This is an optimization exercise on Yosys and OpenROAD, whose aim is small area, not a production implementation.
RTL that was checked went through simulation tests only; none was proved equivalent to the original.
Power is estimated from default activity; no workload was simulated.

==> run a: inputs <==
Design two_way_cache, start of the top module:
module two_way_cache(address, 
                     data_in, 
                     write, 
                     clk,
                     rst,
                     data_out,
                     hit
                     );
  		     input [15:0] address;  
  		     input [7:0] data_in;   
  		     input write, clk;      
  		     input rst;             
		     output [7:0] data_out;  
		     output hit;  	     
  		     wire [10:0] tag0, tag1;  
  		     wire [7:0] data_out0, data_out1;  
		     wire valid0, valid1;  
		     wire hit0, hit1;
		     wire select_0, select_1;
		     directMapped_cache cache0(address, data_in, write, clk, rst, data_out0, hit0, valid0, tag0);
		     directMapped_cache cache1(address, data_in, write, clk, rst, data_out1, hit1, valid1, tag1);
		     assign select_0 = (address[15:5] == tag0) & valid0;
		     assign select_1 = (address[15:5] == tag1) & valid1;
		     assign hit = select_0 | select_1;
		     assign data_out = hit ? (select_0 ? data_out0 : data_out1) : 8'h00;
endmodule
==> module mem_cache, before the edit <==
module mem_cache(data_in,
                 address,
                 data_out,
                 write,
                 clk,
                 rst);
		 parameter Size = 1;
		 parameter Resettable = 0;  
    		 input [Size - 1:0] data_in;  
    		 input [3:0] address;         
    		 input write;		      
		 input clk;		      
		 input rst;		      
		 output [Size - 1:0] data_out;  
		wire [Size - 1:0] stored;     
		assign data_out = write ? {Size{1'b0}} : stored;  
		generate if (Resettable) begin : g_reset
		reg [16 * Size - 1:0] lines;
		assign stored = lines[address * Size +: Size];
		always @ (posedge clk) begin
		       if (rst) lines <= {16 * Size{1'b0}};
		       else if (write) lines[address * Size +: Size] <= data_in;
		end
		end else begin : g_plain
		reg [Size - 1:0] memory[0:15];
		assign stored = memory[address];
		always @ (posedge clk) begin
		       if (write) memory[address] <= data_in;
		end
		end endgenerate
endmodule
==> module cache, before the edit <==
module cache(index,
             tag_in,
             word,
             data_in,
             write,
	     valid_in,
             clk, 
             rst,
             data_out,
	     tag_out,
             valid_out,
             hit);
    	     input [3:0] index;			    
    	     input [10:0] tag_in; 		    
    	     input [7:0] data_in;    		    
	     input valid_in, write, word, clk;	    
	     input rst;				    
	     output [10:0] tag_out;		    
    	     output [7:0] data_out;		    
    	     output valid_out, hit;		    
    	     wire [7:0] word0, word1;
	     wire match, write_word0, write_word1, write_tag, write_valid, valid_b;
	     assign match = (tag_in == tag_out);    
	     assign write_word0 = write & ~word;    
	     assign write_word1 = write & word;	    
	     assign write_tag = write;	  	    
	     assign write_valid = write;	    
    	     mem_cache #(8)  word_block0  (data_in,  index, word0, write_word0, clk, rst); 
    	     mem_cache #(8)  word_block1  (data_in,  index, word1, write_word1, clk, rst); 
	     mem_cache #(11) tag_block    (tag_in,   index, tag_out, write_tag, clk, rst); 
	     mem_cache #(1, 1) valid_block  (valid_in, index, valid_b, write_valid, clk, rst); 
	     assign hit = match;							 
    	     assign data_out = write ? 8'h00 : (word ? word1 : word0);			 
	     assign valid_out = ~write & valid_b;      	       				 
endmodule
==> module directMapped_cache, before the edit <==
module directMapped_cache(address,
			  data_in,
			  write,
			  clk,
			  rst,
			  data_out,
			  hit,
			  valid,tag);
			  input [15:0] address;  
			  input [7:0] data_in;   
			  input write, clk;      
			  input rst;             
			  output [7:0] data_out;  
			  output hit, valid;      
			  output [10:0] tag;      
			  wire [7:0] d_out;       
			  wire [10:0] tag_out;    
			  wire isHit, isValid;    
			  cache cache1(address[4:1], address[15:5], address[0], data_in, write, 1'b1, clk, rst, d_out, tag_out, isValid, isHit);
			  assign hit = isHit;  
			  assign valid = isValid;  
			  assign data_out = d_out;  
			  assign tag = tag_out;  
endmodule
==> module two_way_cache, before the edit <==
module two_way_cache(address, 
                     data_in, 
                     write, 
                     clk,
                     rst,
                     data_out,
                     hit
                     );
  		     input [15:0] address;  
  		     input [7:0] data_in;   
  		     input write, clk;      
  		     input rst;             
		     output [7:0] data_out;  
		     output hit;  	     
  		     wire [10:0] tag0, tag1;  
  		     wire [7:0] data_out0, data_out1;  
		     wire valid0, valid1;  
		     wire hit0, hit1;
		     wire select_0, select_1;
		     directMapped_cache cache0(address, data_in, write, clk, rst, data_out0, hit0, valid0, tag0);
		     directMapped_cache cache1(address, data_in, write, clk, rst, data_out1, hit1, valid1, tag1);
		     assign select_0 = (address[15:5] == tag0) & valid0;
		     assign select_1 = (address[15:5] == tag1) & valid1;
		     assign hit = select_0 | select_1;
		     assign data_out = hit ? (select_0 ? data_out0 : data_out1) : 8'h00;
endmodule
Settings: LEC_CHECK=0, CAP_MARGIN=20, CORE_MARGIN=2, CORE_UTILIZATION=40, SLEW_MARGIN=20; clock period 5.5 ns.
run.sh (not shown) runs the stock make flow with config.mk's settings and CLKGATE_MAP_FILE= SYNTH_SCRIPT=/design/flow/synth_recipe.tcl, a recipe that flattens the netlist after the stock synthesis.
==> run b: changes against run a <==
==> flow/design.v (replaced) <==
module two_way_cache(address, data_in, write, clk, rst, data_out, hit);
  input  [15:0] address;
  input  [7:0]  data_in;
  input         write, clk, rst;
  output [7:0]  data_out;
  output        hit;
  wire [10:0] tag_in = address[15:5];
  wire [3:0]  index  = address[4:1];
  wire        word   = address[0];
  reg [15:0] valid;
  reg [10:0] tags  [0:15];
  reg [7:0]  word0 [0:15];
  reg [7:0]  word1 [0:15];
  always @(posedge clk) begin
    if (rst) valid <= 16'b0;
    else if (write) valid[index] <= 1'b1;
    if (write) tags[index] <= tag_in;
    if (write & ~word) word0[index] <= data_in;
    if (write & word) word1[index] <= data_in;
  end
  assign hit = ~write & valid[index] & (tags[index] == tag_in);
  assign data_out = word ? word1[index] : word0[index];
endmodule
- CTS_CLUSTER_DIAMETER: not set -> 60
- CTS_CLUSTER_SIZE: not set -> 30
==> comparison <==
- Worst hold slack: run b is worse than run a (0.00051 ns).
- Against run a, the cell area of run b is smaller by 3.5%.
- Against run b, the area after synthesis of run a is higher by about 2.6%.
- Between run b and run a, the lower clock power is in run b (gap 16%, measured against run a).
- In critical path depth, run b and run a do not differ.
- Between run a and run b, the lower non-clock buffer count is in run a (gap 2).
- Between run a and run b, the lower fmax is in run a (gap about 4.5%, measured against run b).
Function not checked in run a: the RTL went through the layout flow alone.

[what the ideal ports hide]
The results above use ideal ports. As a check the final layouts listed here were re-extracted and re-timed, cells and wires unchanged. Step 1 sets driving cells, clkbuf_16 on the clock port and buf_2 on the other inputs (assumed; they add their load-dependent delay and slew). Step 2 adds t to the input delays and takes it off the output delays; t is the mean of the earliest and latest rising clock arrival at the registers after step 1. Input paths then give back, and output paths get back, about the clock's delay inside the block. a / b / c = no drivers / after step 1 / after step 2; a / b = the first two.
run | t, ns | setup slack, ns | hold slack, ns | clock arrival spread, ns | worst slew at a driven data input, ns
run a | 0.629 | 0.199 / 0.161 / 0.161 | 0.468 / 0.468 / 0.468 | 0.024 / 0.023 | 0.05
run b | 0.585 | 0.435 / 0.396 / 0.396 | 0.468 / 0.468 / 0.468 | 0.030 / 0.031 | 0.07
After both steps setup and hold are still met in every run listed. The setup slack of run b, which loses most, moves by -0.039 ns with the drivers and by -0.039 ns with both steps.
